Context: an optimization exercise on an open-source flow, tuned for a short achievable clock period and few clock cycles. The choices shown serve that exercise and are no tape-out recipe.
Only simulation tests tie the RTL to the original design; equivalence was not proved.
Power and IR drop assume default switching activity.

**design/flow/config.mk**
```make
export PLATFORM = sky130hd
export DESIGN_NAME = LC3Core
export DESIGN_NICKNAME = LC3Core
export VERILOG_FILES = /design/flow/design.v
export SDC_FILE = /design/flow/constraint.sdc
export NUM_CORES = 4
export LEC_CHECK = 0
export ABC_CLOCK_PERIOD_IN_PS = 3000
export CAP_MARGIN = 20
export CORE_MARGIN = 2
export CORE_UTILIZATION = 50
export SLEW_MARGIN = 20
```
**design/flow/constraint.sdc**
```tcl
create_clock -name core_clock -period 10.0 [get_ports {clock}]
set_input_delay 2.0000 -clock core_clock [delete_from_list [all_inputs] [get_ports {clock}]]
set_output_delay 2.0000 -clock core_clock [all_outputs]
set_load 0.01 [all_outputs]
```
**design/flow/design.v**
```verilog
module LC3Core(
  input         clock,
  input         reset,
  output [15:0] io_mem_raddr,
  input  [15:0] io_mem_rdata,
  output [15:0] io_mem_waddr,
  output [15:0] io_mem_wdata,
  output        io_mem_wen,
  output        io_kb_ready,
  input         io_kb_valid,
  input  [7:0]  io_kb_bits,
  input         io_disp_ready,
  output        io_disp_valid,
  output [7:0]  io_disp_bits,
  output        io_end
);
  localparam [2:0] T_NONE  = 3'd0,
                   T_INSTR = 3'd1,    
                   T_LDATA = 3'd2,    
                   T_LPTR  = 3'd3,    
                   T_SPTR  = 3'd4,    
                   T_TVEC  = 3'd5;    
  reg  [15:0] ra;           
  reg  [2:0]  tag_p;        
  reg         pt_p;         
  reg  [1:0]  bi_p;         
  reg  [15:0] ra_a;         
  reg  [2:0]  tag_a;
  reg         pt_a;
  reg  [1:0]  bi_a;
  reg         dev_a;        
  reg  [15:0] dev_val;
  reg  [15:0] fp;           
  localparam QN = 4;                
  reg  [QN-1:0]    qv;
  reg  [16*QN-1:0] qi;              
  reg  [16*QN-1:0] qa;              
  reg  [16*QN-1:0] qn;              
  reg  [QN-1:0]    qt;              
  reg  [2*QN-1:0]  qb;              
  wire [15:0] qi0 = qi[15:0];
  wire [15:0] qa0 = qa[15:0];
  wire [15:0] qn0 = qn[15:0];
  wire [1:0]  qb0 = qb[1:0];
  reg  [3:0]  bv;
  reg  [15:0] btag0, btag1, btag2, btag3;
  reg  [15:0] btgt0, btgt1, btgt2, btgt3;
  reg  [1:0]  brr;
  reg  [15:0] R0, R1, R2, R3, R4, R5, R6, R7;
  reg  [15:0] ccv;         
  reg  [15:0] xpc;         
  reg         ldp;         
  reg         kill_rf;     
  reg         kill_cc;     
  reg  [2:0]  pend_dst;
  reg         stip;        
  reg         tvp;         
  reg         prev_nz;     
  reg         end1;
  reg  [15:0] waddr_q, wdata_q;
  reg         wen_q;
  reg  [15:0] KBSR, KBDR, DDR, DSR;
  reg         disp_v;
  reg  rst;
  always @(posedge clock) rst <= reset;
  wire [15:0] rdata_eff = dev_a ? dev_val : io_mem_rdata;
  wire        arr_instr = (tag_a == T_INSTR);
  wire        arr_ldata = (tag_a == T_LDATA);
  wire        ld_wr;
  wire [15:0] inst = qi0;
  wire [3:0]  op   = inst[15:12];
  wire [2:0]  iA   = inst[8:6];
  wire [2:0]  iB   = inst[2:0];
  wire [2:0]  iC   = inst[11:9];
  function [15:0] rsel(input [2:0] i, input [15:0] r0, input [15:0] r1, input [15:0] r2,
                       input [15:0] r3, input [15:0] r4, input [15:0] r5, input [15:0] r6,
                       input [15:0] r7);
    case (i)
      3'd0: rsel = r0; 3'd1: rsel = r1; 3'd2: rsel = r2; 3'd3: rsel = r3;
      3'd4: rsel = r4; 3'd5: rsel = r5; 3'd6: rsel = r6; default: rsel = r7;
    endcase
  endfunction
  function [15:0] add16(input [15:0] a, input [15:0] b, input ci);
    reg [15:0] g, p, gg, pp, gn, pn;
    integer i, d;
    begin
      g = a & b;
      p = a ^ b;
      gg = g;
      gg[0] = g[0] | (p[0] & ci);
      pp = p;
      for (d = 1; d < 16; d = d * 2) begin
        gn = gg;
        pn = pp;
        for (i = d; i < 16; i = i + 1) begin
          gn[i] = gg[i] | (pp[i] & gg[i - d]);
          pn[i] = pp[i] & pp[i - d];
        end
        gg = gn;
        pp = pn;
      end
      add16 = p ^ {gg[14:0], ci};
    end
  endfunction
  function sum_eq(input [15:0] a, input [15:0] b, input [15:0] k);
    reg [15:0] p, g, c, co;
    begin
      p = a ^ b;
      g = a & b;
      c = p ^ k;                  
      co = g | (p & c);           
      sum_eq = ~c[0] & (co[14:0] == c[15:1]);
    end
  endfunction
  function [15:0] inc16(input [15:0] a);
    inc16 = add16(a, 16'h0, 1'b1);
  endfunction
  reg  [15:0] rA, rB, rC;
  reg         opv;         
  wire [15:0] off5   = {{11{inst[4]}}, inst[4:0]};
  wire [15:0] off6   = {{10{inst[5]}}, inst[5:0]};
  wire [15:0] off9   = {{7{inst[8]}}, inst[8:0]};
  wire [15:0] pcn    = qn0;
  wire [15:0] pcoff  = add16(qn0, off9, 1'b0);
  wire [15:0] pcoff1 = add16(qn0, off9, 1'b1);
  wire [15:0] pcn1   = inc16(qn0);
  wire [15:0] rA1    = inc16(rA);
  wire [15:0] boff   = add16(rA, off6, 1'b0);
  wire [15:0] opb    = rB;
  wire [15:0] alu    = (op == 4'h1) ? add16(rA, opb, 1'b0) :
                       (op == 4'h5) ? (rA & opb) : ~rA;
  wire        cN = ccv[15];
  wire        cZ = ~|ccv;
  wire        cP = ~cN & ~cZ;
  wire        is_br  = (op == 4'h0);
  wire        taken  = is_br & ((inst[11] & cN) | (inst[10] & cZ) | (inst[9] & cP));
  wire is_alu  = (op == 4'h1) | (op == 4'h5) | (op == 4'h9);
  wire is_lea  = (op == 4'hE);
  wire is_lnk  = (op == 4'h4) | (op == 4'hF);
  wire is_ld   = (op == 4'h2) | (op == 4'h6);
  wire is_ldi  = (op == 4'hA);
  wire is_st   = (op == 4'h3) | (op == 4'h7);
  wire is_sti  = (op == 4'hB);
  wire is_jmp  = (op == 4'hC) | (op == 4'h4);
  wire is_trp  = (op == 4'hF);
  wire is_zero = (inst == 16'h0);
  wire is_end  = is_zero & prev_nz;
  wire is_mem  = is_ld | is_ldi | is_st | is_sti | is_trp | is_zero;
  wire uses_A = is_alu | (op == 4'h6) | (op == 4'h7) | is_jmp;
  wire uses_B = ((op == 4'h1) | (op == 4'h5)) & ~inst[5];
  wire uses_C = is_st | is_sti;
  wire needs_ops = uses_A | uses_B | uses_C;
  wire reads_pd = (uses_A & (iA == pend_dst)) | (uses_B & (iB == pend_dst)) |
                  (uses_C & (iC == pend_dst));
  wire dep_ld = (reads_pd & ~kill_rf) | (is_br & ~kill_cc);
  wire shadow_ok = (is_alu | is_lea) & ~dep_ld;
  reg  sm_hit;                                     
  wire sm_now   = wen_q & qv[0] & (waddr_q == qa0);
  wire sm_flush = sm_hit | sm_now;
  wire pt_bad   = qt[0] & ~is_br;      
  wire ld_block  = ldp & (arr_ldata ? dep_ld : ~shadow_ok);
  wire sti_block = stip;
  wire ex        = qv[0] & (opv | ~needs_ops) & ~end1 & ~ld_block & ~sti_block & ~sm_flush & ~pt_bad;
  wire refetch   = ~end1 & ~tvp & (sm_flush | (qv[0] & pt_bad));
  wire ex_end    = ex & is_end;
  wire ex_live   = ex & ~is_end;
  wire mispred   = is_br & (taken ^ qt[0]);
  wire redirect  = ex_live & (mispred | is_jmp);
  wire [15:0] rd_tgt  = taken ? pcoff  : is_jmp ? rA  : pcn;
  wire [15:0] rd_tgt1 = taken ? pcoff1 : is_jmp ? rA1 : pcn1;
  wire ex_trap   = ex_live & is_trp;
  wire ex_dreq   = ex_live & (is_ld | is_ldi | is_sti | is_trp);
  wire [15:0] daddr = is_trp ? {8'h0, inst[7:0]} : (op == 4'h6) ? boff : pcoff;
  wire [2:0]  dtag  = is_trp ? T_TVEC : is_sti ? T_SPTR : is_ldi ? T_LPTR : T_LDATA;
  wire flush_q   = refetch | redirect | ex_trap;
  wire        wr_ex  = ex_live & (is_alu | is_lea | is_lnk);
  wire [2:0]  wr_dst = is_lnk ? 3'd7 : iC;
  wire [15:0] wr_val = is_alu ? alu : is_lea ? pcoff : pcn;
  wire        cc_ex  = ex_live & (is_alu | is_lea);
  wire h0 = bv[0] & (btag0 == fp);
  wire h1 = bv[1] & (btag1 == fp);
  wire h2 = bv[2] & (btag2 == fp);
  wire h3 = bv[3] & (btag3 == fp);
  wire bhit = h0 | h1 | h2 | h3;
  wire [1:0]  bidx = h3 ? 2'd3 : h2 ? 2'd2 : h1 ? 2'd1 : 2'd0;
  wire [15:0] btgt = h3 ? btgt3 : h2 ? btgt2 : h1 ? btgt1 : btgt0;
  wire w_a = arr_instr, w_p = (tag_p == T_INSTR);
  wire fr1 = ~qv[QN-1], fr2 = ~qv[QN-2], fr3 = ~qv[QN-3];
  wire occ_lt = (~w_a & ~w_p & fr1) | ((w_a ^ w_p) & fr2) | (w_a & w_p & fr3);
  wire occ_eq = (~w_a & ~w_p & ~fr1) | ((w_a ^ w_p) & fr1 & ~fr2) | (w_a & w_p & fr2 & ~fr3);
  wire room = occ_lt | (occ_eq & ex);
  reg  [15:0] ra_n, fp_n;
  reg  [2:0]  tag_n;
  reg         pt_n;
  reg  [1:0]  bi_n;
  always @(*) begin
    ra_n  = ra;
    tag_n = T_NONE;
    pt_n  = 1'b0;
    bi_n  = 2'd0;
    fp_n  = refetch ? xpc : fp;
    if (tag_a == T_LPTR) begin
      ra_n = rdata_eff; tag_n = T_LDATA;
    end else if (tag_a == T_TVEC) begin
      fp_n = rdata_eff;             
    end else if (ex_dreq) begin
      ra_n = daddr; tag_n = dtag;
    end else if (refetch) begin
      ra_n = xpc; tag_n = T_INSTR; fp_n = inc16(xpc);
    end else if (redirect) begin
      ra_n = rd_tgt; tag_n = T_INSTR; fp_n = rd_tgt1;
    end else if (room & ~tvp & ~end1) begin
      ra_n = fp; tag_n = T_INSTR; pt_n = bhit; bi_n = bidx;
      fp_n = bhit ? btgt : inc16(fp);
    end
  end
  always @(posedge clock) begin
    if (rst) begin
      ra    <= 16'h3001;
      tag_p <= T_INSTR;
      pt_p  <= 1'b0;
      bi_p  <= 2'd0;
      ra_a  <= 16'h0;
      tag_a <= T_NONE;
      pt_a  <= 1'b0;
      bi_a  <= 2'd0;
      dev_a <= 1'b0;
      dev_val <= 16'h0;
      fp    <= 16'h3002;
    end else begin
      ra    <= ra_n;
      tag_p <= tag_n;
      pt_p  <= pt_n;
      bi_p  <= bi_n;
      fp    <= fp_n;
      ra_a  <= ra;
      tag_a <= (flush_q & (tag_p == T_INSTR)) ? T_NONE : tag_p;
      pt_a  <= pt_p;
      bi_a  <= bi_p;
      dev_a   <= (ra == 16'hFE00) | (ra == 16'hFE02) | (ra == 16'hFE04);
      dev_val <= (ra == 16'hFE00) ? KBSR : (ra == 16'hFE02) ? KBDR : DSR;
    end
  end
  wire        app = arr_instr & ~flush_q;
  wire [15:0] ra_a1 = inc16(ra_a);
  wire [QN:0] qv_x = {1'b0, qv};               
  wire [QN:0] qv_p = {qv, 1'b1};               
  integer qj;
  always @(posedge clock) begin
    if (rst) begin
      qv <= {QN{1'b0}};
      qt <= {QN{1'b0}};
      qi <= {16*QN{1'b0}};
      qa <= {16*QN{1'b0}};
      qn <= {16*QN{1'b0}};
      qb <= {2*QN{1'b0}};
    end else begin
      for (qj = 0; qj < QN; qj = qj + 1) begin
        if (ex) begin
          if (qj < QN - 1 && qv_x[qj + 1]) begin
            qt[qj] <= qt[qj + 1];
            qi[16*qj +: 16] <= qi[16*(qj+1) +: 16];
            qa[16*qj +: 16] <= qa[16*(qj+1) +: 16];
            qn[16*qj +: 16] <= qn[16*(qj+1) +: 16];
            qb[2*qj +: 2]   <= qb[2*(qj+1) +: 2];
          end else begin
            qt[qj] <= pt_a;
            qi[16*qj +: 16] <= io_mem_rdata;
            qa[16*qj +: 16] <= ra_a;
            qn[16*qj +: 16] <= ra_a1;
            qb[2*qj +: 2]   <= bi_a;
          end
          qv[qj] <= ~flush_q & (qv_x[qj + 1] | (arr_instr & qv[qj]));
        end else begin
          if (!qv[qj]) begin
            qt[qj] <= pt_a;
            qi[16*qj +: 16] <= io_mem_rdata;
            qa[16*qj +: 16] <= ra_a;
            qn[16*qj +: 16] <= ra_a1;
            qb[2*qj +: 2]   <= bi_a;
          end
          qv[qj] <= ~flush_q & (qv[qj] | (arr_instr & qv_p[qj]));
        end
      end
    end
  end
  wire [15:0] br_addr = qa0;
  always @(posedge clock) begin
    if (rst) begin
      bv  <= 4'b0000;
      brr <= 2'd0;
      btag0 <= 16'h0; btag1 <= 16'h0; btag2 <= 16'h0; btag3 <= 16'h0;
      btgt0 <= 16'h0; btgt1 <= 16'h0; btgt2 <= 16'h0; btgt3 <= 16'h0;
    end else begin
      if (wen_q) begin
        if (btag0 == waddr_q) bv[0] <= 1'b0;
        if (btag1 == waddr_q) bv[1] <= 1'b0;
        if (btag2 == waddr_q) bv[2] <= 1'b0;
        if (btag3 == waddr_q) bv[3] <= 1'b0;
      end
      if (refetch & qv[0] & qt[0]) bv[qb0] <= 1'b0;
      if (ex_live & is_br & qt[0] & ~taken) bv[qb0] <= 1'b0;
      if (ex_live & is_br & ~qt[0] & taken) begin
        brr <= brr + 2'd1;
        case (brr)
          2'd0: begin bv[0] <= 1'b1; btag0 <= br_addr; btgt0 <= pcoff; end
          2'd1: begin bv[1] <= 1'b1; btag1 <= br_addr; btgt1 <= pcoff; end
          2'd2: begin bv[2] <= 1'b1; btag2 <= br_addr; btgt2 <= pcoff; end
          default: begin bv[3] <= 1'b1; btag3 <= br_addr; btgt3 <= pcoff; end
        endcase
      end
    end
  end
  integer hj;
  reg sm_other;
  always @(*) begin
    sm_other = (arr_instr & (waddr_q == ra_a)) | ((tag_p == T_INSTR) & (waddr_q == ra));
    for (hj = 1; hj < QN; hj = hj + 1)
      sm_other = sm_other | (qv[hj] & (waddr_q == qa[16*hj +: 16]));
  end
  wire st_hit = wen_q & sm_other;
  always @(posedge clock) begin
    if (rst) begin
      ccv      <= 16'h0;
      xpc      <= 16'h3001;
      ldp      <= 1'b0;
      kill_rf  <= 1'b0;
      kill_cc  <= 1'b0;
      pend_dst <= 3'd0;
      stip     <= 1'b0;
      tvp      <= 1'b0;
      prev_nz  <= 1'b0;
      end1     <= 1'b0;
      sm_hit   <= 1'b0;
      wen_q    <= 1'b0;
      waddr_q  <= 16'h0;
      wdata_q  <= 16'h0;
    end else begin
      if (cc_ex) ccv <= wr_val;
      else if (arr_ldata & ~kill_cc) ccv <= rdata_eff;
      if (ex_live & (is_ld | is_ldi)) begin
        kill_rf <= 1'b0;
        kill_cc <= 1'b0;
      end else if (ldp & ~arr_ldata) begin
        if (wr_ex & (wr_dst == pend_dst)) kill_rf <= 1'b1;
        if (cc_ex) kill_cc <= 1'b1;
      end
      if (ex_live) xpc <= rd_tgt;
      else if (tag_a == T_TVEC) xpc <= rdata_eff;
      if (arr_ldata) ldp <= 1'b0;
      if (ex_live & (is_ld | is_ldi)) begin
        ldp <= 1'b1;
        pend_dst <= iC;
      end
      if (tag_a == T_SPTR) stip <= 1'b0;
      if (ex_live & is_sti) stip <= 1'b1;
      if (tag_a == T_TVEC) tvp <= 1'b0;
      if (ex_trap) tvp <= 1'b1;
      if (ex) prev_nz <= ~is_zero;
      if (ex_end) end1 <= 1'b1;
      sm_hit <= st_hit;
      wen_q <= 1'b0;
      if (ex_live & is_st) begin
        wen_q   <= 1'b1;
        waddr_q <= (op == 4'h3) ? pcoff : boff;
        wdata_q <= rC;
      end else if (ex_live & is_sti) begin
        wdata_q <= rC;
      end else if (tag_a == T_SPTR) begin
        wen_q   <= 1'b1;
        waddr_q <= rdata_eff;
      end
    end
  end
  wire [15:0] inst1 = qi[31:16];
  wire        nxt1  = ex;
  wire        wr_if = ~is_end & (is_alu | is_lea | is_lnk);    
  function [15:0] opnd(input [2:0] i, input wfwd, input [15:0] r0, input [15:0] r1,
                       input [15:0] r2, input [15:0] r3, input [15:0] r4, input [15:0] r5,
                       input [15:0] r6, input [15:0] r7);
    opnd = (wfwd & (wr_dst == i)) ? wr_val :
           (ld_wr & (pend_dst == i)) ? rdata_eff : rsel(i, r0, r1, r2, r3, r4, r5, r6, r7);
  endfunction
  wire [15:0] fA = nxt1 ? opnd(inst1[8:6],  wr_if, R0, R1, R2, R3, R4, R5, R6, R7)
                        : opnd(iA,          1'b0,  R0, R1, R2, R3, R4, R5, R6, R7);
  wire [15:0] fB = nxt1 ? (inst1[5] ? {{11{inst1[4]}}, inst1[4:0]}
                                    : opnd(inst1[2:0], wr_if, R0, R1, R2, R3, R4, R5, R6, R7))
                        : (inst[5] ? off5 : opnd(iB, 1'b0, R0, R1, R2, R3, R4, R5, R6, R7));
  wire [15:0] fC = nxt1 ? opnd(inst1[11:9], wr_if, R0, R1, R2, R3, R4, R5, R6, R7)
                        : opnd(iC,          1'b0,  R0, R1, R2, R3, R4, R5, R6, R7);
  always @(posedge clock) begin
    if (rst) begin
      rA  <= 16'h0;
      rB  <= 16'h0;
      rC  <= 16'h0;
      opv <= 1'b0;
    end else begin
      rA  <= fA;
      rB  <= fB;
      rC  <= fC;
      opv <= ~flush_q & (nxt1 ? qv[1] : qv[0]);
    end
  end
  assign ld_wr = arr_ldata & ~kill_rf;
  always @(posedge clock) begin
    if (rst) begin
      R0 <= 16'h0; R1 <= 16'h0; R2 <= 16'h0; R3 <= 16'h0;
      R4 <= 16'h0; R5 <= 16'h0; R6 <= 16'h0; R7 <= 16'h0;
    end else begin
      if (wr_ex & (wr_dst == 3'd0)) R0 <= wr_val; else if (ld_wr & (pend_dst == 3'd0)) R0 <= rdata_eff;
      if (wr_ex & (wr_dst == 3'd1)) R1 <= wr_val; else if (ld_wr & (pend_dst == 3'd1)) R1 <= rdata_eff;
      if (wr_ex & (wr_dst == 3'd2)) R2 <= wr_val; else if (ld_wr & (pend_dst == 3'd2)) R2 <= rdata_eff;
      if (wr_ex & (wr_dst == 3'd3)) R3 <= wr_val; else if (ld_wr & (pend_dst == 3'd3)) R3 <= rdata_eff;
      if (wr_ex & (wr_dst == 3'd4)) R4 <= wr_val; else if (ld_wr & (pend_dst == 3'd4)) R4 <= rdata_eff;
      if (wr_ex & (wr_dst == 3'd5)) R5 <= wr_val; else if (ld_wr & (pend_dst == 3'd5)) R5 <= rdata_eff;
      if (wr_ex & (wr_dst == 3'd6)) R6 <= wr_val; else if (ld_wr & (pend_dst == 3'd6)) R6 <= rdata_eff;
      if (wr_ex & (wr_dst == 3'd7)) R7 <= wr_val; else if (ld_wr & (pend_dst == 3'd7)) R7 <= rdata_eff;
    end
  end
  wire kb_fire = io_kb_valid & ~KBSR[15];
  always @(posedge clock) begin
    if (rst) begin
      KBSR   <= 16'h0;
      KBDR   <= 16'h0;
      DDR    <= 16'h0;
      DSR    <= 16'h0;
      disp_v <= 1'b0;
    end else begin
      if (kb_fire) KBDR <= {8'h0, io_kb_bits};
      if (wen_q & (waddr_q == 16'hFE00)) KBSR <= wdata_q;
      else if (kb_fire) KBSR <= 16'h8000;
      if (wen_q & (waddr_q == 16'hFE06)) DDR <= wdata_q;
      disp_v <= wen_q & (waddr_q == 16'hFE06);
      DSR <= {io_disp_ready, 15'h0};
    end
  end
  assign io_mem_raddr  = ra;
  assign io_mem_waddr  = waddr_q;
  assign io_mem_wdata  = wdata_q;
  assign io_mem_wen    = wen_q;
  assign io_kb_ready   = ~KBSR[15] & ~rst;
  assign io_disp_valid = disp_v;
  assign io_disp_bits  = DDR[7:0];
  assign io_end        = end1;
endmodule
```
**design/flow/flow/run.sh**
```bash
#!/bin/bash
# Standard ORFS layout (the standard.sh, unchanged synthesis), with the
# timing repair aiming well below the clock period: repair_timing keeps
# working until the setup slack reaches the margin given here.
set -uo pipefail
bash standard.sh SETUP_SLACK_MARGIN=7 finish > standard_flow.log 2>&1
```
**design/flow/standard.sh**
```bash
#!/bin/bash
# synth_recipe.tcl (not shown) runs the flow's synth.tcl, then flattens the netlist and writes it again
# the make line also repeats each setting of config.mk as NAME=value (left out here)
make -C /OpenROAD-flow-scripts/flow DESIGN_CONFIG=/design/flow/config.mk WORK_HOME=/design/flow/orfs CLKGATE_MAP_FILE= SYNTH_SCRIPT=/design/flow/synth_recipe.tcl "${@:-finish}"
```
==> results of run 1 <==
path summary, 6_finish.rpt:
path / start / end / slack, ns / cells after the start
setup / recovery: waddr_q[1]$_SDFFE_PP0P_ / io_mem_waddr[1] / 6.69 / 2
setup reg to reg: ccv[8]$_SDFFE_PP0P_ / ra[2]$_SDFFE_PP0P_ / 6.70 / 10
hold / removal: rC[15]$_SDFF_PP0_ / wdata_q[15]$_SDFFE_PP0P_ / 0.43 / 2
hold reg to reg: rC[15]$_SDFF_PP0_ / wdata_q[15]$_SDFFE_PP0P_ / 0.43 / 2
cell type report:
type	count	area (um2)
multi-input cells	4942	34000
fillers	7933	31700
flip-flops and latches	707	14500
repair buffers	765	8720
clock buffers	118	2450
well taps	1254	1570
clock inverters	33	295
inverters	43	193
diodes	9	22.5
report_power, final:
part	leakage [nW]	internal [mW]	switching [mW]
registers	5.81	3.07	0.481
logic	15.5	2.22	3.36
clock network	1.36	1.79	1.35
total	22.7	7.08	5.19
cells in the final DEF (no fill, tap or decap), drive strengths merged, types with 15 or more instances in the layout:
master | Yosys | final
a21o | 30 | 32
nor4 | 48 | 48
a22o | 31 | 31
xor2 | 119 | 119
and4 | 15 | 15
a211oi | 202 | 202
clkbuf | 373 | 143
nand2b | 30 | 30
o21ai | 296 | 296
and2 | 31 | 31
nand2 | 842 | 853
ha | 58 | 58
and3 | 47 | 51
nor3 | 115 | 115
mux2i | 221 | 221
o22ai | 120 | 120
nor2 | 783 | 784
o211ai | 166 | 166
clkinv | 3 | 26
o221ai | 46 | 46
xnor2 | 236 | 236
a221oi | 59 | 59
dfxtp | 707 | 707
a21oi | 609 | 609
mux4 | 43 | 43
inv | 40 | 43
nand3 | 124 | 126
nor3b | 18 | 18
a31oi | 69 | 70
or3 | 19 | 19
o31ai | 21 | 22
a311oi | 21 | 21
mux2 | 104 | 104
o21a | 24 | 24
nor2b | 64 | 64
nand4 | 74 | 74
buf | 211 | 707
a22oi | 54 | 54
per-stage QoR:
step,hold slack (ns),instances,total power [mW]
floorplan,0.414,6254,5.70
global placement,0.421,7183,7.09
detailed placement,0.430,7184,7.11
CTS,0.431,7600,11.1
global route,0.444,7863,12.5
finish,0.428,7871,12.3
cell families (layout without fill, tap and decap cells):
group                    count (synthesis)  in the layout  synth area share, %
buffers and inverters                  627            959                 5.53
adder cells (fa/ha/maj)                 63             63                 1.73
flip-flops                             707            707                 30.0
AND/OR/NAND/NOR                       2256           2274                 21.3
other                                    0              9                    0
XOR/XNOR                               355            355                 6.59
AO/OA/AOI/OAI                         1878           1882                 25.6
multiplexers                           368            368                 9.22
worst register-to-register path: cells and delay by family (launching register included):
family	cells	cell delay [ns]
AND/OR/NAND/NOR	4	0.80
buffers and inverters	1	0.30
flip-flops	1	0.31
multiplexers	2	0.58
AO/OA/AOI/OAI	3	1.25
layer usage:
metal  track usage, %  vias to the layer above  wire length (um)
met3             13.6                     1589             34400
met2             69.7                     4645            103000
met5                0                        -               178
met1             57.4                    25800             87600
met4             41.2                       14             29000
li1                 -                    23200                 -
timing repair:
action / in CTS / in global routing
hold endpoints to repair: 0 / 0
endpoints found under the setup margin: 724 / 566
cloned: 30 / 31
resized for setup: 925 / 588
pin swaps: 102 / 242
buffers inserted: 235 / 230
hold buffers: 0 / 0
==> results.json, run 1 <==
{
  "synth_top_cell_by_area": "dfxtp_1",
  "dr.pass1.iters": 9,
  "hpwlAfterDp_mm": 147,
  "ys_ff_latch": 707,
  "synthToLayoutAreaGrowth_pct": 30.9,
  "cp_max_fo": 2,
  "worstSetupPathType": "flip-flop to output pin",
  "start_kind": "flip-flop",
  "synth_warnings": 6,
  "fin_area_um2": 61700,
  "largestRegisters": "qa (64), qi (64), qn (64)",
  "worst_slew_margin_rel_pct": 25.4,
  "fin_worst_skew_ns": 0.0517,
  "die_x_um": 311,
  "cp-end-kind": "output pin",
  "place_ws_ns": 4.76,
  "slew_viol_final": 0,
  "rows": 112,
  "synthTopCellsByCount": "836 x nand2_1, 780 x nor2_1, 707 x dfxtp_1, 606 x a21oi_1, 372 x clkbuf_1",
  "drive_gt1_share_pct": 26.4,
  "grt_pass1_vias": 48500,
  "p_leak_nw": 22.7,
  "peakVddDrop_mv": 0.132,
  "utilization_pct": 66.1,
  "die_h_um": 311,
  "min_period_ns": 3.31,
  "fin_tns_setup_ns": 0,
  "cts_tree": "yes",
  "synthCells": 6254,
  "hold_path.class": "flip-flop to flip-flop",
  "nets": 6632,
  "hold_viol": 0,
  "ys_seq_area_share_pct": 30.0,
  "core_area_um2": 93500,
  "syn_area_per_cell_um2": 7.54,
  "initial_core_util_pct": 50.5,
  "synthArstFlopShare_pct": 0,
  "wl_mm": 254,
  "rsz0062_at_grt": "yes",
  "post-route-period-util_pct": 33.1,
  "drtAntennaViolNets": 0,
  "synth_edf_count": 0,
  "grt_overflow": 0,
  "synth_top_area_share_pct": 30.0,
  "status": "complete, no violations",
  "crit_chain": "buf_12 -> buf_6",
  "htreeDepth": 3,
  "cts.sink_count": 707,
  "cts.path.max_buffers": 3,
  "clkTransAtPathRegs_ns": 0.06,
  "finalWorstSetupSlack_ns": 6.69,
  "drtIter0Drc": 8873,
  "track_usage_pct": 47.7,
  "syn_area_um2": 47200,
  "grt_max_degree": 148,
  "ys_types": 112,
  "wl_per_cell_um": 32.3,
  "viasPerCell": 7.02,
  "cts_buffers": 83,
  "route.detailed.drc": 0,
  "tightest_slew_ns": 1.12,
  "synthesis.nets": 6344,
  "insertion_delay_ns": 0.72,
  "cts-root-buf": "clkbuf_16",
  "grt_pass1_wl_mm": 344,
  "cp_num_buf_inv": 2,
  "synth_flop_cell": "dfxtp_1",
  "yosys.cell_count.top_type": "nand2_1",
  "max_freq_mhz": 302,
  "critPathArrivalTime_ns": 1.31,
  "antenna_found_initial": 12,
  "vias": 55300,
  "crit_family": "flip-flops",
  "gp_congestion": 1.02,
  "powerDensity_nw_per_um2": 199,
  "die-area_um2": 96800,
  "port_buffers": 87,
  "critPathSlowestCell": "dfxtp_4",
  "synth_area_leaders": "dfxtp_1 30%, nand2_1 6.7%, a21oi_1 6.4%, nor2_1 6.2%, mux2i_1 4.7%",
  "max_cap_violations": 0,
  "required_ns": 8.00,
  "slowest_delay_ns": 0.36,
  "ios": 88,
  "setup_viol": 0,
  "dpl_cell_area_um2": 48800
}
Testbench counts, summed over its fixed seeds: cycles 46,135.
==> run 2: changes to the inputs <==
--- a/design/flow/design.v
+++ b/design/flow/design.v
@@ -26,2 +26,3 @@
   reg  [1:0]  bi_p;         
+  reg  [15:0] pp_p;         
   reg  [15:0] ra_a;         
@@ -30,2 +31,3 @@
   reg  [1:0]  bi_a;
+  reg  [15:0] pp_a;
   reg         dev_a;        
@@ -40,2 +42,3 @@
   reg  [2*QN-1:0]  qb;              
+  reg  [16*QN-1:0] qp;              
   wire [15:0] qi0 = qi[15:0];
@@ -44,2 +47,3 @@
   wire [1:0]  qb0 = qb[1:0];
+  wire [15:0] qp0 = qp[15:0];
   reg  [3:0]  bv;
@@ -48,2 +52,4 @@
   reg  [1:0]  brr;
+  reg  [3:0]  bret;        
+  reg  [15:0] ras0, ras1;  
   reg  [15:0] R0, R1, R2, R3, R4, R5, R6, R7;
@@ -52,2 +58,3 @@
   reg         ldp;         
+  reg         ldip;        
   reg         kill_rf;     
@@ -145,2 +152,3 @@
   wire is_trp  = (op == 4'hF);
+  wire is_ret  = (op == 4'hC) & (iA == 3'd7);
   wire is_zero = (inst == 16'h0);
@@ -155,3 +163,3 @@
   wire dep_ld = (reads_pd & ~kill_rf) | (is_br & ~kill_cc);
-  wire shadow_ok = (is_alu | is_lea) & ~dep_ld;
+  wire shadow_ok = (is_alu | is_lea | (is_st & ~ldip)) & ~dep_ld;
   reg  sm_hit;                                     
@@ -159,7 +167,15 @@
   wire sm_flush = sm_hit | sm_now;
-  wire pt_bad   = qt[0] & ~is_br;      
+  wire pt_bad   = qt[0] & ~is_br & ~is_ret;      
   wire ld_block  = ldp & (arr_ldata ? dep_ld : ~shadow_ok);
-  wire sti_block = stip;
-  wire ex        = qv[0] & (opv | ~needs_ops) & ~end1 & ~ld_block & ~sti_block & ~sm_flush & ~pt_bad;
-  wire refetch   = ~end1 & ~tvp & (sm_flush | (qv[0] & pt_bad));
+  wire sti_ok    = is_alu | is_lea | (is_br & ~is_zero);
+  wire sti_block = stip & ~sti_ok;
+  reg         u1v, u1w, u1c, u2v, u2w, u2c;
+  reg  [15:0] u1a, u1o, u1co, u2a, u2o, u2co;
+  reg  [2:0]  u1d, u2d;
+  reg         stiw_q;      
+  reg  [1:0]  rs;          
+  wire undo_hit = stiw_q & ((u1v & (u1a == waddr_q)) | (u2v & (u2a == waddr_q)));
+  wire ex        = qv[0] & (opv | ~needs_ops) & ~end1 & ~ld_block & ~sti_block & ~sm_flush & ~pt_bad & ~undo_hit;
+  wire refetch   = ~end1 & ~tvp & (sm_flush | (qv[0] & pt_bad) | undo_hit);
+  wire [15:0] rf_tgt = undo_hit ? u1a : xpc;
   wire ex_end    = ex & is_end;
@@ -167,3 +183,4 @@
   wire mispred   = is_br & (taken ^ qt[0]);
-  wire redirect  = ex_live & (mispred | is_jmp);
+  wire ret_ok    = is_ret & qt[0] & (rA == qp0);    
+  wire redirect  = ex_live & (mispred | (is_jmp & ~ret_ok));
   wire [15:0] rd_tgt  = taken ? pcoff  : is_jmp ? rA  : pcn;
@@ -178,3 +195,4 @@
   wire [15:0] wr_val = is_alu ? alu : is_lea ? pcoff : pcn;
-  wire        cc_ex  = ex_live & (is_alu | is_lea);
+  wire        cc_if  = is_alu | is_lea;
+  wire        cc_ex  = ex_live & cc_if;
   wire h0 = bv[0] & (btag0 == fp);
@@ -185,3 +203,4 @@
   wire [1:0]  bidx = h3 ? 2'd3 : h2 ? 2'd2 : h1 ? 2'd1 : 2'd0;
-  wire [15:0] btgt = h3 ? btgt3 : h2 ? btgt2 : h1 ? btgt1 : btgt0;
+  wire        bisr = h3 ? bret[3] : h2 ? bret[2] : h1 ? bret[1] : bret[0];
+  wire [15:0] btgt = bisr ? ras0 : h3 ? btgt3 : h2 ? btgt2 : h1 ? btgt1 : btgt0;
   wire w_a = arr_instr, w_p = (tag_p == T_INSTR);
@@ -195,2 +214,3 @@
   reg  [1:0]  bi_n;
+  reg  [15:0] pp_n;
   always @(*) begin
@@ -200,3 +220,4 @@
     bi_n  = 2'd0;
-    fp_n  = refetch ? xpc : fp;
+    pp_n  = 16'h0;
+    fp_n  = refetch ? rf_tgt : fp;
     if (tag_a == T_LPTR) begin
@@ -208,3 +229,3 @@
     end else if (refetch) begin
-      ra_n = xpc; tag_n = T_INSTR; fp_n = inc16(xpc);
+      ra_n = rf_tgt; tag_n = T_INSTR; fp_n = inc16(rf_tgt);
     end else if (redirect) begin
@@ -212,3 +233,3 @@
     end else if (room & ~tvp & ~end1) begin
-      ra_n = fp; tag_n = T_INSTR; pt_n = bhit; bi_n = bidx;
+      ra_n = fp; tag_n = T_INSTR; pt_n = bhit; bi_n = bidx; pp_n = btgt;
       fp_n = bhit ? btgt : inc16(fp);
@@ -222,2 +243,3 @@
       bi_p  <= 2'd0;
+      pp_p  <= 16'h0;
       ra_a  <= 16'h0;
@@ -226,2 +248,3 @@
       bi_a  <= 2'd0;
+      pp_a  <= 16'h0;
       dev_a <= 1'b0;
@@ -234,2 +257,3 @@
       bi_p  <= bi_n;
+      pp_p  <= pp_n;
       fp    <= fp_n;
@@ -239,2 +263,3 @@
       bi_a  <= bi_p;
+      pp_a  <= pp_p;
       dev_a   <= (ra == 16'hFE00) | (ra == 16'hFE02) | (ra == 16'hFE04);
@@ -256,2 +281,3 @@
       qb <= {2*QN{1'b0}};
+      qp <= {16*QN{1'b0}};
     end else begin
@@ -265,2 +291,3 @@
             qb[2*qj +: 2]   <= qb[2*(qj+1) +: 2];
+            qp[16*qj +: 16] <= qp[16*(qj+1) +: 16];
           end else begin
@@ -271,2 +298,3 @@
             qb[2*qj +: 2]   <= bi_a;
+            qp[16*qj +: 16] <= pp_a;
           end
@@ -280,2 +308,3 @@
             qb[2*qj +: 2]   <= bi_a;
+            qp[16*qj +: 16] <= pp_a;
           end
@@ -290,2 +319,5 @@
       bv  <= 4'b0000;
+      bret <= 4'b0000;
+      ras0 <= 16'h0;
+      ras1 <= 16'h0;
       brr <= 2'd0;
@@ -302,4 +334,5 @@
       if (ex_live & is_br & qt[0] & ~taken) bv[qb0] <= 1'b0;
-      if (ex_live & is_br & ~qt[0] & taken) begin
+      if (ex_live & ((is_br & taken) | is_ret) & ~qt[0]) begin
         brr <= brr + 2'd1;
+        bret[brr] <= is_ret;
         case (brr)
@@ -311,2 +344,8 @@
       end
+      if (ex_live & ((op == 4'h4) | is_trp)) begin
+        ras0 <= pcn;
+        ras1 <= ras0;
+      end else if (ex_live & is_ret) begin
+        ras0 <= ras1;
+      end
     end
@@ -326,2 +365,3 @@
       ldp      <= 1'b0;
+      ldip     <= 1'b0;
       kill_rf  <= 1'b0;
@@ -340,2 +380,3 @@
       else if (arr_ldata & ~kill_cc) ccv <= rdata_eff;
+      else if (rs_cc) ccv <= rs_ccv;
       if (ex_live & (is_ld | is_ldi)) begin
@@ -347,3 +388,4 @@
       end
-      if (ex_live) xpc <= rd_tgt;
+      if (undo_hit) xpc <= u1a;
+      else if (ex_live) xpc <= rd_tgt;
       else if (tag_a == T_TVEC) xpc <= rdata_eff;
@@ -352,2 +394,3 @@
         ldp <= 1'b1;
+        ldip <= is_ldi;
         pend_dst <= iC;
@@ -374,2 +417,34 @@
   end
+  wire sh_ex = ex_live & stip;
+  always @(posedge clock) begin
+    if (rst) begin
+      u1v <= 1'b0; u2v <= 1'b0; stiw_q <= 1'b0; rs <= 2'd0;
+      u1w <= 1'b0; u1c <= 1'b0; u2w <= 1'b0; u2c <= 1'b0;
+      u1a <= 16'h0; u1o <= 16'h0; u1co <= 16'h0; u1d <= 3'd0;
+      u2a <= 16'h0; u2o <= 16'h0; u2co <= 16'h0; u2d <= 3'd0;
+    end else begin
+      stiw_q <= (tag_a == T_SPTR);
+      if (sh_ex & ~u1v) begin
+        u1v <= 1'b1; u1a <= qa0; u1w <= wr_if; u1d <= wr_dst; u1o <= rC; u1c <= cc_if; u1co <= ccv;
+      end else if (sh_ex) begin
+        u2v <= 1'b1; u2a <= qa0; u2w <= wr_if; u2d <= wr_dst; u2o <= rC; u2c <= cc_if; u2co <= ccv;
+      end
+      if (stiw_q) begin
+        if (undo_hit) rs <= 2'd2;
+        else begin u1v <= 1'b0; u2v <= 1'b0; end
+      end else if (rs == 2'd2) begin
+        rs <= 2'd1; u2v <= 1'b0;
+      end else if (rs == 2'd1) begin
+        rs <= 2'd0; u1v <= 1'b0;
+      end
+    end
+  end
+  wire        rs_wr  = ((rs == 2'd2) & u2v & u2w) | ((rs == 2'd1) & u1v & u1w);
+  wire [2:0]  rs_dst = (rs == 2'd2) ? u2d : u1d;
+  wire [15:0] rs_val = (rs == 2'd2) ? u2o : u1o;
+  wire        rs_cc  = ((rs == 2'd2) & u2v & u2c) | ((rs == 2'd1) & u1v & u1c);
+  wire [15:0] rs_ccv = (rs == 2'd2) ? u2co : u1co;
+  wire        lw_en  = ld_wr | rs_wr;
+  wire [2:0]  lw_dst = rs_wr ? rs_dst : pend_dst;
+  wire [15:0] lw_val = rs_wr ? rs_val : rdata_eff;
   wire [15:0] inst1 = qi[31:16];
@@ -381,11 +456,20 @@
     opnd = (wfwd & (wr_dst == i)) ? wr_val :
-           (ld_wr & (pend_dst == i)) ? rdata_eff : rsel(i, r0, r1, r2, r3, r4, r5, r6, r7);
+           (lw_en & (lw_dst == i)) ? lw_val : rsel(i, r0, r1, r2, r3, r4, r5, r6, r7);
+  endfunction
+  wire [15:0] ird = io_mem_rdata;
+  function [15:0] immb(input [15:0] w);      
+    immb = {{11{w[4]}}, w[4:0]};
   endfunction
-  wire [15:0] fA = nxt1 ? opnd(inst1[8:6],  wr_if, R0, R1, R2, R3, R4, R5, R6, R7)
-                        : opnd(iA,          1'b0,  R0, R1, R2, R3, R4, R5, R6, R7);
-  wire [15:0] fB = nxt1 ? (inst1[5] ? {{11{inst1[4]}}, inst1[4:0]}
-                                    : opnd(inst1[2:0], wr_if, R0, R1, R2, R3, R4, R5, R6, R7))
-                        : (inst[5] ? off5 : opnd(iB, 1'b0, R0, R1, R2, R3, R4, R5, R6, R7));
-  wire [15:0] fC = nxt1 ? opnd(inst1[11:9], wr_if, R0, R1, R2, R3, R4, R5, R6, R7)
-                        : opnd(iC,          1'b0,  R0, R1, R2, R3, R4, R5, R6, R7);
+  wire [15:0] fA = nxt1 ? (qv[1] ? opnd(inst1[8:6], wr_if, R0, R1, R2, R3, R4, R5, R6, R7)
+                                 : opnd(ird[8:6],   wr_if, R0, R1, R2, R3, R4, R5, R6, R7))
+                        : (qv[0] ? opnd(iA,         1'b0,  R0, R1, R2, R3, R4, R5, R6, R7)
+                                 : opnd(ird[8:6],   1'b0,  R0, R1, R2, R3, R4, R5, R6, R7));
+  wire [15:0] fB = nxt1 ? (qv[1] ? (inst1[5] ? immb(inst1) : opnd(inst1[2:0], wr_if, R0, R1, R2, R3, R4, R5, R6, R7))
+                                 : (ird[5]   ? immb(ird)   : opnd(ird[2:0],   wr_if, R0, R1, R2, R3, R4, R5, R6, R7)))
+                        : (qv[0] ? (inst[5]  ? immb(inst)  : opnd(iB,         1'b0,  R0, R1, R2, R3, R4, R5, R6, R7))
+                                 : (ird[5]   ? immb(ird)   : opnd(ird[2:0],   1'b0,  R0, R1, R2, R3, R4, R5, R6, R7)));
+  wire [15:0] fC = nxt1 ? (qv[1] ? opnd(inst1[11:9], wr_if, R0, R1, R2, R3, R4, R5, R6, R7)
+                                 : opnd(ird[11:9],   wr_if, R0, R1, R2, R3, R4, R5, R6, R7))
+                        : (qv[0] ? opnd(iC,          1'b0,  R0, R1, R2, R3, R4, R5, R6, R7)
+                                 : opnd(ird[11:9],   1'b0,  R0, R1, R2, R3, R4, R5, R6, R7));
   always @(posedge clock) begin
@@ -400,3 +484,3 @@
       rC  <= fC;
-      opv <= ~flush_q & (nxt1 ? qv[1] : qv[0]);
+      opv <= ~flush_q & ((nxt1 ? qv[1] : qv[0]) | arr_instr);
     end
@@ -409,16 +493,20 @@
     end else begin
-      if (wr_ex & (wr_dst == 3'd0)) R0 <= wr_val; else if (ld_wr & (pend_dst == 3'd0)) R0 <= rdata_eff;
-      if (wr_ex & (wr_dst == 3'd1)) R1 <= wr_val; else if (ld_wr & (pend_dst == 3'd1)) R1 <= rdata_eff;
-      if (wr_ex & (wr_dst == 3'd2)) R2 <= wr_val; else if (ld_wr & (pend_dst == 3'd2)) R2 <= rdata_eff;
-      if (wr_ex & (wr_dst == 3'd3)) R3 <= wr_val; else if (ld_wr & (pend_dst == 3'd3)) R3 <= rdata_eff;
-      if (wr_ex & (wr_dst == 3'd4)) R4 <= wr_val; else if (ld_wr & (pend_dst == 3'd4)) R4 <= rdata_eff;
-      if (wr_ex & (wr_dst == 3'd5)) R5 <= wr_val; else if (ld_wr & (pend_dst == 3'd5)) R5 <= rdata_eff;
-      if (wr_ex & (wr_dst == 3'd6)) R6 <= wr_val; else if (ld_wr & (pend_dst == 3'd6)) R6 <= rdata_eff;
-      if (wr_ex & (wr_dst == 3'd7)) R7 <= wr_val; else if (ld_wr & (pend_dst == 3'd7)) R7 <= rdata_eff;
+      if (wr_ex & (wr_dst == 3'd0)) R0 <= wr_val; else if (lw_en & (lw_dst == 3'd0)) R0 <= lw_val;
+      if (wr_ex & (wr_dst == 3'd1)) R1 <= wr_val; else if (lw_en & (lw_dst == 3'd1)) R1 <= lw_val;
+      if (wr_ex & (wr_dst == 3'd2)) R2 <= wr_val; else if (lw_en & (lw_dst == 3'd2)) R2 <= lw_val;
+      if (wr_ex & (wr_dst == 3'd3)) R3 <= wr_val; else if (lw_en & (lw_dst == 3'd3)) R3 <= lw_val;
+      if (wr_ex & (wr_dst == 3'd4)) R4 <= wr_val; else if (lw_en & (lw_dst == 3'd4)) R4 <= lw_val;
+      if (wr_ex & (wr_dst == 3'd5)) R5 <= wr_val; else if (lw_en & (lw_dst == 3'd5)) R5 <= lw_val;
+      if (wr_ex & (wr_dst == 3'd6)) R6 <= wr_val; else if (lw_en & (lw_dst == 3'd6)) R6 <= lw_val;
+      if (wr_ex & (wr_dst == 3'd7)) R7 <= wr_val; else if (lw_en & (lw_dst == 3'd7)) R7 <= lw_val;
     end
   end
-  wire kb_fire = io_kb_valid & ~KBSR[15];
+  reg  kbr;
+  wire kb_fire = io_kb_valid & kbr;
+  wire [15:0] kbsr_n = rst ? 16'h0 : (wen_q & (waddr_q == 16'hFE00)) ? wdata_q :
+                       kb_fire ? 16'h8000 : KBSR;
+  always @(posedge clock) kbr <= ~reset & ~kbsr_n[15];
   always @(posedge clock) begin
+    KBSR <= kbsr_n;
     if (rst) begin
-      KBSR   <= 16'h0;
       KBDR   <= 16'h0;
@@ -429,4 +517,2 @@
       if (kb_fire) KBDR <= {8'h0, io_kb_bits};
-      if (wen_q & (waddr_q == 16'hFE00)) KBSR <= wdata_q;
-      else if (kb_fire) KBSR <= 16'h8000;
       if (wen_q & (waddr_q == 16'hFE06)) DDR <= wdata_q;
@@ -440,3 +526,3 @@
   assign io_mem_wen    = wen_q;
-  assign io_kb_ready   = ~KBSR[15] & ~rst;
+  assign io_kb_ready   = kbr;
   assign io_disp_valid = disp_v;
==> run 2 against run 1 <==
  * The run now fails in global routing (5_1_grt)
  * Synthesized cell count up 32%
  * Area after synthesis rose by 33%
==> results.json, run 2 <==
{
  "status": "stopped before the end",
  "stop_stage": "global routing (5_1_grt)",
  "error": "[ERROR GRT-0116] Global routing finished with congestion. Check the congestion regions in the DRC Viewer.",
  "grt_overflow": 32,
  "track_usage_pct": 65.3,
  "cts.sink_count": 952,
  "dpl_cell_area_um2": 64700,
  "placed_cells": 9301,
  "ios": 88,
  "synth_flop_cell": "dfxtp_1",
  "initial_core_util_pct": 50.2,
  "ys_types": 104,
  "synth-xor-area-share_pct": 6.24,
  "synth_compound_area_share_pct": 24.1,
  "hpwlAfterDp_mm": 208,
  "grt_pass1_wl_mm": 609,
  "synthSimpleGateAreaFrac_pct": 20.3,
  "grt_pass1_vias": 77700,
  "die_x_um": 359,
  "rows": 130,
  "synth_top_cell_by_area": "dfxtp_1",
  "yosys.cell_count.top_type": "nand2_1",
  "synthCells": 8243,
  "synth_top_family_by_area": "compound AO/OA/AOI/OAI gates",
  "die_h_um": 359,
  "gp_congestion": 1.14,
  "synthMuxAreaShare_pct": 11.3,
  "synth_area_leaders": "dfxtp_1 30%, nand2_1 6.6%, mux2i_1 6.0%, nor2_1 5.5%, a21oi_1 5.0%",
  "synthArstFlopShare_pct": 0,
  "port_buffers": 87,
  "synth_edf_count": 0,
  "synthTopCellsByCount": "1109 x nand2_1, 952 x dfxtp_1, 913 x nor2_1, 651 x clkbuf_1, 624 x a21oi_1",
  "htreeDepth": 3,
  "cts-root-buf": "clkbuf_16",
  "cts.path.max_buffers": 3,
  "cts_buffers": 105,
  "synth_top_area_share_pct": 30.3,
  "synth_adder_area_share_pct": 1.28,
  "syn_area_um2": 62800,
  "ys_ff_latch": 952,
  "cts_hold_buffers": 0,
  "synth_warnings": 7,
  "syn_area_per_cell_um2": 7.62,
  "synthesis.nets": 8333,
  "grt_max_degree": 213,
  "ys_seq_area_share_pct": 30.3
}
## run 2: cell count changes after synthesis, moves of 58 or more
cell	delta
a211oi_1	+179
clkbuf_1	+279
nor2_1	+133
mux2i_1	+153
xor2_1	+67
nor3_1	+58
o21ai_0	+101
o211ai_1	-95
dfxtp_1	+245
nand2_1	+273
## run 2: kinds of logic after synthesis
logic type	count (synthesis)
adder cells (fa/ha/maj)	62
multiplexers	602
flip-flops	952
AO/OA/AOI/OAI	2322
AND/OR/NAND/NOR	2866
buffers and inverters	991
XOR/XNOR	448
## run 2: worst max-delay path by stage
stage	cells after the start	slack [ns]	to	from
after floorplan	10	6.34	rB[3]$_SDFF_PP0_	io_mem_rdata[1]
after global placement	11	4.43	qn[48]$_SDFF_PP0_	qi[12]$_SDFFE_PP0P_
after detailed placement	10	4.20	u1o[8]$_SDFFE_PP0P_	qi[12]$_SDFFE_PP0P_
after CTS	2	6.58	io_mem_waddr[6]	waddr_q[6]$_SDFFE_PP0P_
## run 2: power by group through the flow
| stage | combinational (mW) | clock, mW | sequential [mW] |
|---|---|---|---|
| 4_1_cts | 8.03 | 4.27 | 4.58 |
| 3_5_place_dp | 5.03 | 0 | 4.69 |
| 3_3_place_gp | 5.00 | 0 | 4.69 |
| 2_1_floorplan | 3.35 | 0 | 4.33 |
## run 2: what timing repair did
item	in CTS
gates cloned	177
buffers inserted	691
setup endpoints to repair	919
gates resized for setup	2299
pin swaps	638
## run 2: stage by stage
step	utilization (%)	power, mW	setup WS [ns]	hold WS (ns)
after detailed placement	51.6	9.72	4.20	0.427
after global placement	51.6	9.69	4.43	0.415
after CTS	69.7	16.9	6.58	0.435
after floorplan	-	7.68	6.34	0.414
## run 2: routing by layer
metal / GRT overflow / GRT usage (%)
met5: 2 / 18.9
met4: 10 / 59.0
met3: 0 / 45.7
met2: 20 / 82.2
met1: 0 / 70.0
Testbench counts of run 2, summed over its fixed seeds: cycles 43,710.
==> run 3: changes to the inputs <==
--- a/design/flow/design.v
+++ b/design/flow/design.v
@@ -156,16 +156,17 @@
   wire is_mem  = is_ld | is_ldi | is_st | is_sti | is_trp | is_zero;
-  wire uses_A = is_alu | (op == 4'h6) | (op == 4'h7) | is_jmp;
-  wire uses_B = ((op == 4'h1) | (op == 4'h5)) & ~inst[5];
-  wire uses_C = is_st | is_sti;
-  wire needs_ops = uses_A | uses_B | uses_C;
+  reg  [8:0]  hd;
+  wire uses_A = hd[0];
+  wire uses_B = hd[1];
+  wire uses_C = hd[2];
+  wire needs_ops = hd[0] | hd[1] | hd[2];
   wire reads_pd = (uses_A & (iA == pend_dst)) | (uses_B & (iB == pend_dst)) |
                   (uses_C & (iC == pend_dst));
-  wire dep_ld = (reads_pd & ~kill_rf) | (is_br & ~kill_cc);
-  wire shadow_ok = (is_alu | is_lea | (is_st & ~ldip)) & ~dep_ld;
+  wire dep_ld = (reads_pd & ~kill_rf) | (hd[3] & ~kill_cc);
+  wire shadow_ok = (hd[4] | (hd[5] & ~ldip)) & ~dep_ld;
   reg  sm_hit;                                     
-  wire sm_now   = wen_q & qv[0] & (waddr_q == qa0);
+  reg  sm_now;            
   wire sm_flush = sm_hit | sm_now;
-  wire pt_bad   = qt[0] & ~is_br & ~is_ret;      
+  wire pt_bad   = qt[0] & ~hd[3] & ~hd[7];      
   wire ld_block  = ldp & (arr_ldata ? dep_ld : ~shadow_ok);
-  wire sti_ok    = is_alu | is_lea | (is_br & ~is_zero);
+  wire sti_ok    = hd[6];
   wire sti_block = stip & ~sti_ok;
@@ -176,3 +177,3 @@
   reg  [1:0]  rs;          
-  wire undo_hit = stiw_q & ((u1v & (u1a == waddr_q)) | (u2v & (u2a == waddr_q)));
+  reg  undo_hit;          
   wire ex        = qv[0] & (opv | ~needs_ops) & ~end1 & ~ld_block & ~sti_block & ~sm_flush & ~pt_bad & ~undo_hit;
@@ -315,3 +316,21 @@
   end
-  wire [15:0] br_addr = qa0;
+  reg         ins_v, ins_ret, inv_v, ras_push, ras_pop;
+  reg  [1:0]  inv_i;
+  reg  [15:0] ins_tag, ins_tgt, ras_new;
+  always @(posedge clock) begin
+    if (rst) begin
+      ins_v <= 1'b0; inv_v <= 1'b0; ras_push <= 1'b0; ras_pop <= 1'b0;
+      ins_ret <= 1'b0; inv_i <= 2'd0; ins_tag <= 16'h0; ins_tgt <= 16'h0; ras_new <= 16'h0;
+    end else begin
+      ins_v    <= ex_live & ((is_br & taken) | is_ret) & ~qt[0];
+      ins_ret  <= is_ret;
+      ins_tag  <= qa0;
+      ins_tgt  <= pcoff;
+      inv_v    <= (refetch & qv[0] & qt[0]) | (ex_live & is_br & qt[0] & ~taken);
+      inv_i    <= qb0;
+      ras_push <= ex_live & ((op == 4'h4) | is_trp);
+      ras_pop  <= ex_live & is_ret;
+      ras_new  <= pcn;
+    end
+  end
   always @(posedge clock) begin
@@ -332,18 +351,18 @@
       end
-      if (refetch & qv[0] & qt[0]) bv[qb0] <= 1'b0;
-      if (ex_live & is_br & qt[0] & ~taken) bv[qb0] <= 1'b0;
-      if (ex_live & ((is_br & taken) | is_ret) & ~qt[0]) begin
+      if (inv_v) bv[inv_i] <= 1'b0;
+      if (ins_v) begin
         brr <= brr + 2'd1;
-        bret[brr] <= is_ret;
+        bret[brr] <= ins_ret;
         case (brr)
-          2'd0: begin bv[0] <= 1'b1; btag0 <= br_addr; btgt0 <= pcoff; end
-          2'd1: begin bv[1] <= 1'b1; btag1 <= br_addr; btgt1 <= pcoff; end
-          2'd2: begin bv[2] <= 1'b1; btag2 <= br_addr; btgt2 <= pcoff; end
-          default: begin bv[3] <= 1'b1; btag3 <= br_addr; btgt3 <= pcoff; end
+          2'd0: begin btag0 <= ins_tag; btgt0 <= ins_tgt; end
+          2'd1: begin btag1 <= ins_tag; btgt1 <= ins_tgt; end
+          2'd2: begin btag2 <= ins_tag; btgt2 <= ins_tgt; end
+          default: begin btag3 <= ins_tag; btgt3 <= ins_tgt; end
         endcase
+        bv[brr] <= ~(wen_q & (waddr_q == ins_tag));
       end
-      if (ex_live & ((op == 4'h4) | is_trp)) begin
-        ras0 <= pcn;
+      if (ras_push) begin
+        ras0 <= ras_new;
         ras1 <= ras0;
-      end else if (ex_live & is_ret) begin
+      end else if (ras_pop) begin
         ras0 <= ras1;
@@ -360,2 +379,10 @@
   wire st_hit = wen_q & sm_other;
+  wire [15:0] qa1 = qa[31:16];
+  wire        st_nxt  = (ex_live & is_st) | (tag_a == T_SPTR);
+  wire [15:0] st_addr = (tag_a == T_SPTR) ? rdata_eff : (op == 4'h3) ? pcoff : boff;
+  wire        st_h0   = st_addr == (qv[0] ? qa0 : ra_a);
+  wire        st_h1   = st_addr == (qv[1] ? qa1 : ra_a);
+  wire        sm_now_n = st_nxt & (ex ? st_h1 : st_h0);
+  wire        undo_n  = (tag_a == T_SPTR) & ((u1v & (rdata_eff == u1a)) | (u2v & (rdata_eff == u2a)) |
+                                             (sh_ex & (rdata_eff == qa0)));
   always @(posedge clock) begin
@@ -374,2 +401,4 @@
       sm_hit   <= 1'b0;
+      sm_now   <= 1'b0;
+      undo_hit <= 1'b0;
       wen_q    <= 1'b0;
@@ -404,2 +433,4 @@
       sm_hit <= st_hit;
+      sm_now <= sm_now_n & ~flush_q;
+      undo_hit <= undo_n;
       wen_q <= 1'b0;
@@ -487,2 +518,28 @@
   end
+  function [8:0] hdec(input [15:0] w);
+    reg [3:0] o;
+    reg alu, lea, jmp, st, sti, br, zero, ret;
+    begin
+      o    = w[15:12];
+      alu  = (o == 4'h1) | (o == 4'h5) | (o == 4'h9);
+      lea  = (o == 4'hE);
+      jmp  = (o == 4'hC) | (o == 4'h4);
+      st   = (o == 4'h3) | (o == 4'h7);
+      sti  = (o == 4'hB);
+      br   = (o == 4'h0);
+      zero = (w == 16'h0);
+      ret  = (o == 4'hC) & (w[8:6] == 3'd7);
+      hdec[0] = alu | (o == 4'h6) | (o == 4'h7) | jmp;         
+      hdec[1] = ((o == 4'h1) | (o == 4'h5)) & ~w[5];         
+      hdec[2] = st | sti;                                     
+      hdec[3] = br;
+      hdec[4] = alu | lea;
+      hdec[5] = st;
+      hdec[6] = alu | lea | (br & ~zero);
+      hdec[7] = ret;
+      hdec[8] = 1'b0;
+    end
+  endfunction
+  wire [8:0] hd_n = nxt1 ? (qv[1] ? hdec(inst1) : hdec(ird)) : (qv[0] ? hdec(inst) : hdec(ird));
+  always @(posedge clock) hd <= hd_n;
   assign ld_wr = arr_ldata & ~kill_rf;
--- a/design/flow/config.mk
+++ b/design/flow/config.mk
@@ -10,3 +10,3 @@
 export CORE_MARGIN = 2
-export CORE_UTILIZATION = 50
+export CORE_UTILIZATION = 40
 export SLEW_MARGIN = 20
==> run 3 against run 2 <==
  * Now clean on timing, DRC and antenna
  * Area after synthesis is 2.8% higher
  * Synthesized cell count is 3.2% higher
==> results.json, run 3 <==
{
  "p_comb_share_pct": 43.9,
  "fin_worst_skew_ns": 0.0871,
  "grt_max_degree": 106,
  "synth_top_area_share_pct": 31.5,
  "grt_overflow": 0,
  "hpwlAfterDp_mm": 229,
  "antenna_found_initial": 20,
  "start_kind": "flip-flop",
  "grt_pass1_vias": 67500,
  "core_area_um2": 160000,
  "p_total_mw": 17.5,
  "p_sw_mw": 7.37,
  "crit_top_cell": "buf_12",
  "status": "complete, no violations",
  "finalWorstSetupSlack_ns": 6.41,
  "p_int_mw": 10.1,
  "placed_cells": 10100,
  "min_period_ns": 3.59,
  "initial_core_util_pct": 40.3,
  "crit_family": "compound AO/OA/AOI/OAI gates",
  "cts.sink_count": 1017,
  "cp_num_buf_inv": 3,
  "crit_chain": "buf_12 -> buf_12 -> xnor2_1 -> and4_1 -> o31ai_4 -> nand3_2 -> buf_4 -> o22ai_1 -> o21a_1 -> o211ai_1 -> nor4_4 -> nand4_1 -> nor4_2",
  "hold_viol": 0,
  "nets": 8907,
  "track_usage_pct": 43.5,
  "peakVddDrop_mv": 0.161,
  "yosys.cell_count.top_type": "nand2_1",
  "slowest_delay_ns": 0.46,
  "die-area_um2": 165000,
  "clkTransAtPathRegs_ns": 0.06,
  "synth_top_cell_by_area": "dfxtp_1",
  "wl_per_cell_um": 35.1,
  "nFillCells": 14600,
  "cp_max_fo": 19,
  "route.detailed.drc": 0,
  "htreeDepth": 3,
  "drtAntennaViolNets": 0,
  "synth_area_leaders": "dfxtp_1 32%, nand2_1 7.4%, a21oi_1 5.8%, nor2_1 5.3%, mux2i_1 4.9%",
  "p_leak_nw": 31.6,
  "cts-root-buf": "clkbuf_16",
  "vias": 75700,
  "synth_warnings": 7,
  "p_seq_share_pct": 29.1,
  "synth_edf_count": 0,
  "drive_gt1_share_pct": 28.2,
  "die_x_um": 406,
  "cts.path.max_buffers": 3,
  "synthToLayoutAreaGrowth_pct": 35.6,
  "gp_congestion": 1.05,
  "drtIter0Drc": 12700,
  "clkPwrFrac_pct": 26.9,
  "insertion_delay_ns": 0.84,
  "final_cell_mix": "1217 x nand2_1, 876 x dfxtp_1, 789 x nor2_1",
  "viasPerCell": 6.83,
  "swShare_pct": 42.1,
  "max_cap_violations": 0,
  "ys_ff_latch": 1017,
  "ys_seq_area_share_pct": 31.5,
  "timing.hold.ws_ns": 0.431,
  "synthCells": 8506,
  "ys_types": 100,
  "synth_flop_cell": "dfxtp_1",
  "max_freq_mhz": 279,
  "rsz0062_at_grt": "yes",
  "required_ns": 10.71,
  "cp-end-kind": "flip-flop",
  "tightest_slew_ns": 1.21,
  "fin_cells": 11100,
  "synthesis.nets": 8599,
  "final_common_cell": "nand2_1",
  "fin_tns_setup_ns": 0,
  "syn_area_um2": 64600,
  "critPathArrivalTime_ns": 4.30,
  "worst_slew_margin_rel_pct": 18.8,
  "hold_path.class": "flip-flop to flip-flop",
  "cts_buffers": 114,
  "synthTopCellsByCount": "1282 x nand2_1, 1017 x dfxtp_1, 910 x nor2_1, 754 x a21oi_1, 730 x clkbuf_1",
  "port_buffers": 87,
  "grt_pass1_wl_mm": 519,
  "worstSetupPathType": "flip-flop to flip-flop",
  "powerDensity_nw_per_um2": 200,
  "cts_hold_buffers": 0,
  "rows": 147,
  "post-route-period-util_pct": 35.9,
  "place_ws_ns": 4.82,
  "dr.pass1.iters": 12,
  "critPathSlowestCell": "o31ai_4",
  "slew_viol_final": 0,
  "synthArstFlopShare_pct": 0,
  "syn_area_per_cell_um2": 7.59,
  "wl_mm": 389,
  "ios": 88,
  "cts_tree": "yes",
  "die_h_um": 406,
  "setup_viol": 0
}
run 3: cell types whose count changed after synthesis, moves of 19 or more:
cell,change
o211ai_1,+45
a22o_1,-28
o21ai_0,+32
a21oi_1,+130
buf_2,-86
xnor2_1,+35
dfxtp_1,+65
o22ai_1,-19
a211oi_1,-64
nand3_1,-25
nand2_1,+173
clkbuf_1,+79
mux2i_1,-57
a22oi_1,+42
run 3: timing repair:
item                        CTS  global route
pin swaps                   271           296
setup endpoints to repair   877           502
setup buffers               505           175
gates resized for setup    1570           670
cloned                       59            42
run 3: logic make-up (layout without fill, tap and decap cells):
group,count (synthesis),count (layout),synth area share (%)
buffers and inverters,964,1354,5.79
multiplexers,568,568,10.7
AND/OR/NAND/NOR,2997,3014,20.4
AO/OA/AOI/OAI,2423,2423,23.9
flip-flops,1017,1017,31.5
XOR/XNOR,472,472,6.41
adder cells (fa/ha/maj),65,65,1.31
other,0,12,0
run 3: worst register-to-register path: cells and delay by family (launching register included):
family | cells | cell delay (ns)
AOI/OAI and AO/OA | 4 | 1.27
and+or+nand+nor | 5 | 1.19
buffers and inverters | 3 | 0.63
DFF | 1 | 0.34
xor gates and xnor gates | 1 | 0.12
run 3: stage by stage:
step	util (%)	instance area, um2
detailed placement	41.9	67200
finish	54.6	87600
global route	54.6	87600
global placement	41.9	67200
CTS	51.3	82300
floorplan	-	66000
run 3: power groups by stage:
stage                     combinational, mW  clock, mW  sequential (mW)
final                                  7.70       4.72             5.10
after CTS                              6.49       4.72             5.03
after global placement                 4.96          0             5.15
after global routing                   7.79       4.88             5.09
after detailed placement               4.98          0             5.15
after floorplan                        3.32          0             4.70
run 3: layer usage:
metal	vias to the layer above	GRT usage [%]	share of wire [%]
met4	16	40.4	12
met2	6303	62.4	40
li1	31100	-	-
met3	2417	14.5	13
met5	-	0.743	0.049
met1	35900	51.0	34
run 3: area by class of cell:
| class | instances | area, um2 | share of cell area (%) |
|---|---|---|---|
| Inverter | 59 | 293 | 0.334 |
| Tap cell | 2160 | 2700 | 3.08 |
| Clock inverter | 50 | 781 | 0.891 |
| Sequential cell | 1017 | 20700 | 23.7 |
| Timing Repair Buffer | 1080 | 12900 | 14.7 |
| Multi-Input combinational cell | 6542 | 46800 | 53.4 |
| Clock buffer | 165 | 3410 | 3.89 |
| Antenna cell | 12 | 30.0 | 0.0343 |
run 3: worst paths after layout:
path | start | end | slack [ns] | cells after the start
setup / recovery | qi[0]$_SDFFE_PP0P_ | sm_now$_SDFF_PP0_ | 6.41 | 13
hold / removal | pt_p$_SDFF_PP0_ | pt_a$_SDFF_PP0_ | 0.43 | 1
setup reg to reg | qi[0]$_SDFFE_PP0P_ | sm_now$_SDFF_PP0_ | 6.41 | 13
hold reg to reg | pt_p$_SDFF_PP0_ | pt_a$_SDFF_PP0_ | 0.43 | 1
Testbench counts of run 3, summed over its fixed seeds: cycles 43,710.

[re-timing with driven ports]
Ports are ideal in the flow. The routed layouts listed here were re-timed in OpenROAD. Step 1 sets driving cells, clkbuf_16 on the clock port and buf_2 on the other inputs (assumed; they add their load-dependent delay and slew). Step 2 also shifts input and output timing later by t, the mid clock arrival at the registers, as if the neighbouring blocks saw the same clock. a / b / c = ideal / step 1 / step 2; a / b = the first two.
| run | t (ns) | setup WS [ns] | worst hold slack (ns) | worst setup path after step 2 | slew at the worst register clock pin (ns) |
|---|---|---|---|---|---|
| run 1 | 0.772 | 6.686 / 6.605 / 6.076 | 0.428 / 0.428 / 0.428 | input to register | 0.07 / 0.07 |
| run 3 | 0.891 | 6.414 / 6.414 / 5.738 | 0.431 / 0.431 / 0.431 | input to register | 0.08 / 0.08 |
After both steps setup and hold are still met in every run listed. For run 3, which loses most, drivers alone change the setup slack by 0.000 ns; drivers and shift together by -0.676 ns.
